From an optimization exercise on the open Yosys and OpenROAD flow, aimed at small area, a short achievable clock period and few clock cycles per item; shortcuts taken in it are not production practice. Function was checked by simulation only, so behaviour that the tests miss may differ from the original.

File: design/flow/constraint.sdc
create_clock -name core_clock -period 10.0 [get_ports {clk}]
set_input_delay 2.0000 -clock core_clock [delete_from_list [all_inputs] [get_ports {clk}]]
set_output_delay 2.0000 -clock core_clock [all_outputs]
set_load 0.01 [all_outputs]
File: design/flow/run.sh
#!/bin/bash
# synth_recipe.tcl (not shown) runs the flow's synth.tcl, then flattens the netlist and writes it again
# the make line also repeats each setting of config.mk as NAME=value (left out here)
make -C /OpenROAD-flow-scripts/flow DESIGN_CONFIG=/design/flow/config.mk WORK_HOME=/design/flow/orfs CLKGATE_MAP_FILE= SYNTH_SCRIPT=/design/flow/synth_recipe.tcl finish
File: design/flow/design.v
module alu (
    input wire clk,          
    input wire en,           
    input wire rst,          
    input wire [7:0] a,       
    input wire [7:0] b,       
    input wire [31:0] int_result, 
    output wire [31:0] out    
);
wire [31:0] c;
assign c = a * b;
assign out = c  + int_result ;
endmodule
module conv3x3(
    input wire clk,
    input wire rst,
    input wire en,
    input wire [7:0] pixel1,
    input wire [7:0] pixel2,
    input wire [7:0] pixel3,
    input wire [7:0] pixel4,
    input wire [7:0] pixel5,
    input wire [7:0] pixel6,
    input wire [7:0] pixel7,
    input wire [7:0] pixel8,
    input wire [7:0] pixel9,
    input wire [7:0] filter1,
    input wire [7:0] filter2,
    input wire [7:0] filter3,
    input wire [7:0] filter4,
    input wire [7:0] filter5,
    input wire [7:0] filter6,
    input wire [7:0] filter7,
    input wire [7:0] filter8,
    input wire [7:0] filter9,
    output wire [31:0] result,
    output wire done
);
reg [7:0] input_reg;
reg [7:0] filter_reg;
reg [31:0] int_result;
reg [31:0] result_reg;
wire [31:0] result1;
reg [3:0] counter;
reg [3:0] current_state;
reg fin;
reg done_reg;
alu alu1(
    .clk(clk),
    .rst(rst),
    .en(en),
    .a(input_reg),
    .b(filter_reg),
    .int_result(int_result),
    .out(result1)
);
assign result = result_reg;
assign done = done_reg;
parameter 
    IDLE = 0,
    Stage1 = 1,
    Stage2 = 2,
    Stage3 = 3,
    Stage4 = 4,
    Stage5 = 5,
    Stage6 = 6,
    Stage7 = 7,
    Stage8 = 8,
    Stage9 = 9;
always @ (posedge clk or posedge rst) begin
    if (rst) begin
        current_state <= IDLE;
        fin <= 1'b0;
        done_reg <= 1'b0;
    end
    else begin
        case (current_state)
            IDLE: begin
                if (fin)
                    result_reg <= result1;
                done_reg <= fin;
                fin <= 1'b0;
                if (en)
                    current_state <= Stage1;
                else
                    current_state <= IDLE;
            end
            Stage1: begin
                done_reg <= 1'b0;
                input_reg <= pixel1;
                filter_reg <= filter1;
                int_result <= 0;
                result_reg <= result1;
                current_state <= Stage2;
            end
            Stage2: begin
                input_reg <= pixel2;
                filter_reg <= filter2;
                int_result <= result1;
                result_reg <= result1;
                current_state <= Stage3;
            end
            Stage3: begin
                input_reg <= pixel3;
                filter_reg <= filter3;
                int_result <= result1;
                result_reg <= result1;
                current_state <= Stage4;
            end
            Stage4: begin
                input_reg <= pixel4;
                filter_reg <= filter4;
                int_result <= result1;
                result_reg <= result1;
                current_state <= Stage5;
            end
            Stage5: begin
                input_reg <= pixel5;
                filter_reg <= filter5;
                int_result <= result1;
                result_reg <= result1;
                current_state <= Stage6;
            end
            Stage6: begin
                input_reg <= pixel6;
                filter_reg <= filter6;
                int_result <= result1;
                result_reg <= result1;
                current_state <= Stage7;
            end
            Stage7: begin
                input_reg <= pixel7;
                filter_reg <= filter7;
                int_result <= result1;
                result_reg <= result1;
                current_state <= Stage8;
            end
            Stage8: begin
                input_reg <= pixel8;
                filter_reg <= filter8;
                int_result <= result1;
                result_reg <= result1;
                current_state <= Stage9;
            end
            Stage9: begin
                input_reg <= pixel9;
                filter_reg <= filter9;
                int_result <= result1;
                result_reg <= result1;
                fin <= 1'b1;
                current_state <= IDLE;
            end
        endcase
    end
end
endmodule
File: design/flow/config.mk
export PLATFORM = sky130hd
export DESIGN_NAME = conv3x3
export DESIGN_NICKNAME = conv3x3
export VERILOG_FILES = /design/flow/design.v
export SDC_FILE = /design/flow/constraint.sdc
export NUM_CORES = 4
export LEC_CHECK = 0
export CAP_MARGIN = 20
export CORE_MARGIN = 2
export CORE_UTILIZATION = 40
export SLEW_MARGIN = 20
==> results.toml <==
[clock_tree]
cts_inserted_buffers = 9
clock_tree.buffer_depth = 2
clockRootBuffer = "sky130_fd_sc_hd__clkbuf_16"
cts_hold_repair.buffers = 0
worst_setup_hold_path_clk_slew_ps = 70
htreeDepth = 3
clock_sink_count = 86
post_cts.repair.setup_buffers = 0
clock_tree_from_tritoncts = "yes"
clk-insertion-delay-late_ps = 350
cts_repair_resize_count = 0

[synthesis]
yosys_warnings = 1
seq_area_frac_synth_pct = 36.21
ys_async_rst_share_pct = 6.977
post_synth.cell_area_avg_um2 = 10.25
edff_count_synth = 80
synth_top_flop_cell = "sky130_fd_sc_hd__edfxtp_1"
synth.lib_cells_used.distinct = 57
synthCells = 688
ys_ff_latch = 86
syn_std_cell_area_um2 = 7049
nets_in_the_synthesized_netlist = 926

[floorplanning]
top_level_i_o_count = 180
die_area_um2 = 18700
die_height_um = 136.8
std_cell_rows = 48
chipWidth_um = 136.8
area_of_the_core_um2 = 17240
start_util_pct = 40.90

[grt]
grt_pass1_vias = 5997
antenna_violations_before_repair = 0
grt-ovfl-total = 0
grt_start_max_net_pins = 33
overall_routing_resource_usage_pct = 21.03
grt_first_pass_wirelength_mm = 30.17

[cells_and_area]
most-common-layout-cells = "179 x sky130_fd_sc_hd__clkdlybuf4s50_1, 80 x sky130_fd_sc_hd__edfxtp_1, 70 x sky130_fd_sc_hd__and2_1"
utilization_pct = 54.62
syn2layout_area_growth_pct = 33.55
stdcell_count = 1092
final_layout_size_suffix_gt1_share_pct = 4.960
fin_nets = 1100
n_antenna_cell = 0
mostFrequentLayoutCell = "sky130_fd_sc_hd__clkdlybuf4s50_1"

[placement]
cell_count_post_placement = 1075
port_buffers = 179
gp_congestion = 0.8713
place_worst_setup_slack_ps = 3436
dp_hpwl_mm = 15.57

[setup_path]
data_arrival_critical_path_ps = 6720
r2r_end = "int_result[16]"
timing.critical_path.cells = "and2_1 > fa_1 > fa_1 > inv_1 > fa_1 > fa_1 > inv_1 > ha_1 > inv_1 > o31ai_1 > nor4_1 > nor2_1 > a21oi_1 > xnor2_1 > ha_1 > and4_1 > a211o_1 > a31o_1 > o31ai_2 > xnor2_1 > and2_1"
critical-path-top-delay-family = "adder cells"
max_stage_delay_ps = 790
end_kind = "register"
worst_ep_required_time_ps = 10110
criticalPathCategory = "register to register"
kind_of_start_point_of_the_critical_path = "register"
crit_fanout = 14
timing.critical_path.from = "input_reg[1]"
critical_path.n_buffers_inverters = 3
r2r.worst_path.cells = 21
rr_startpoint = "input_reg[1]"
critPathMostFrequentCell = "sky130_fd_sc_hd__fa_1"
cpMaxStageDelayCell = "sky130_fd_sc_hd__o31ai_2"
rrSetupSlack_ps = 3390

[sta]
final_period_util_pct = 66.13
worst_pin_slew_ps = 979.5
tns_ps = 0
final-setup-viol-count = 0
fmax_ghz = 0.1512
finalMaxSlewViolations = 0
setup_ws_ps = 3387
rsz0062_at_grt = "no"
timing.final.hold_violations = 0
clock_skew_ps = 13.08
max_slew_margin_pct = 34.31
period_minus_slack_ps = 6613

[drt]
drt_wl_total_mm = 19.58
drcViolationCount = 0
dr.pass1.iters = 6
route.antenna.remaining_nets = 0
average_detailed_routed_wire_length_per_instance_um = 17.93
post_drt_via_cell_ratio = 5.554
vias = 6065
detail_route.iter0.violations = 390

[job]
max_cap_violations = 0

[worst_hold_path]
min_delay_worst_endpoint = "fin"
worst_hold_startpoint = "fin"
min_delay_path_depth = 2
hp-class = "register to register"

[outcome]
status = "no timing/DRC/antenna violations"
[cell families after synthesis]
| group | after synthesis | share of synthesized area, % |
|---|---|---|
| AO/OA/AOI/OAI | 155 | 16.17 |
| XOR/XNOR | 33 | 4.100 |
| adder cells (fa/ha/maj) | 91 | 20.09 |
| multiplexers | 7 | 0.9940 |
| AND/OR/NAND/NOR | 237 | 18.05 |
| buffers and inverters | 79 | 4.384 |
| flip-flops | 86 | 36.21 |
[worst max path at each step]
stage | to | slack, ps | cells after the start
final | int_result[16] | 3390 | 21
after floorplan | result_reg[26] | 4280 | 22
after CTS | int_result[16] | 3420 | 21
after global routing | result_reg[22] | 2940 | 21
after global placement | result_reg[26] | 3560 | 21
after detailed placement | result_reg[22] | 3440 | 21
[final cells by class]
type                       count  area (um2)
multi-input combinational    523        4254
timing repair buffer         184        1829
sequential                    86        2552
clock buffer                  10       229.0
clock inverter                 6       50.05
inverter                      58       217.7
tap                          225       281.5
fill                        1521        7823
[worst reg2reg max path, stage by stage, from the launching register on]
cell and delay, ps:
sky130_fd_sc_hd__edfxtp_1 490, sky130_fd_sc_hd__and2_1 230, sky130_fd_sc_hd__fa_1 440, sky130_fd_sc_hd__fa_1 540, sky130_fd_sc_hd__inv_1 50, sky130_fd_sc_hd__fa_1 460, sky130_fd_sc_hd__fa_1 550, sky130_fd_sc_hd__inv_1 40
sky130_fd_sc_hd__ha_1 320, sky130_fd_sc_hd__inv_1 70, sky130_fd_sc_hd__o31ai_1 430, sky130_fd_sc_hd__nor4_1 130, sky130_fd_sc_hd__nor2_1 140, sky130_fd_sc_hd__a21oi_1 90, sky130_fd_sc_hd__xnor2_1 140, sky130_fd_sc_hd__ha_1 370
sky130_fd_sc_hd__and4_1 200, sky130_fd_sc_hd__a211o_1 290, sky130_fd_sc_hd__a31o_1 220, sky130_fd_sc_hd__o31ai_2 790, sky130_fd_sc_hd__xnor2_1 200, sky130_fd_sc_hd__and2_1 200
[Yosys cell counts, types with 7 or more instances]
cell	number	share of area [%]
sky130_fd_sc_hd__a21oi_1	34	2.4
sky130_fd_sc_hd__a221o_1	16	2.3
sky130_fd_sc_hd__a222oi_1	16	2.3
sky130_fd_sc_hd__a22oi_1	33	3.5
sky130_fd_sc_hd__and2_1	70	6.2
sky130_fd_sc_hd__clkbuf_1	16	0.85
sky130_fd_sc_hd__edfxtp_1	80	34
sky130_fd_sc_hd__fa_1	37	11
sky130_fd_sc_hd__ha_1	54	9.6
sky130_fd_sc_hd__inv_1	58	3.1
sky130_fd_sc_hd__mux2i_1	7	0.99
sky130_fd_sc_hd__nand2_1	46	2.4
sky130_fd_sc_hd__nand3_1	26	1.8
sky130_fd_sc_hd__nor2_1	30	1.6
sky130_fd_sc_hd__nor2b_1	7	0.62
sky130_fd_sc_hd__nor3_1	14	0.99
sky130_fd_sc_hd__o21ai_0	17	1.2
sky130_fd_sc_hd__o31ai_1	7	0.75
sky130_fd_sc_hd__xnor2_1	18	2.2
sky130_fd_sc_hd__xor2_1	15	1.9
[stage by stage]
step | hold slack (ps) | instance area, um2
6_report | 586.6 | 9414
2_1_floorplan | 522.0 | 7049
3_3_place_gp | 546.8 | 9094
3_5_place_dp | 562.4 | 9105
4_1_cts | 581.1 | 9384
5_1_grt | 629.0 | 9414
[routing by layer]
metal	share of wire, %	GRT usage [%]	routed length [um]
met2	49	33.94	9576
met3	5.1	4.481	997
met5	0	0	0
met4	1.8	7.523	357
met1	44	27.89	8644
Testbench counts, summed over its fixed seeds: cycles 17,608, items 1,600.

## port drivers added, routing unchanged
No port has a modelled driver above. Below, the same layout with a new extraction and two added sets of constraints.
Step 1 (the two cells are an assumption about what drives the block):
set clk [get_ports {clk}]
set_driving_cell -lib_cell sky130_fd_sc_hd__clkbuf_16 $clk
set_driving_cell -lib_cell sky130_fd_sc_hd__buf_2 [delete_from_list [all_inputs] $clk]
Step 2 moves the port delays by t, midway between the first and last clock arrival at a register: inputs arrive t later, outputs are due t later. That takes back most of the time a late clock gives input paths.
Slacks: ideal ports / drivers / drivers and shift; pairs: ideal ports / drivers.
shift t [ns]: 0.387
setup slack, ns: 3.387 / 3.387 / 3.387
worst setup path at the end: register to register
pins driven straight from the clock port: 1
After both steps this run still meets setup and hold. For this run, drivers alone change the setup slack by 0.000 ns; drivers and shift together by 0.000 ns.
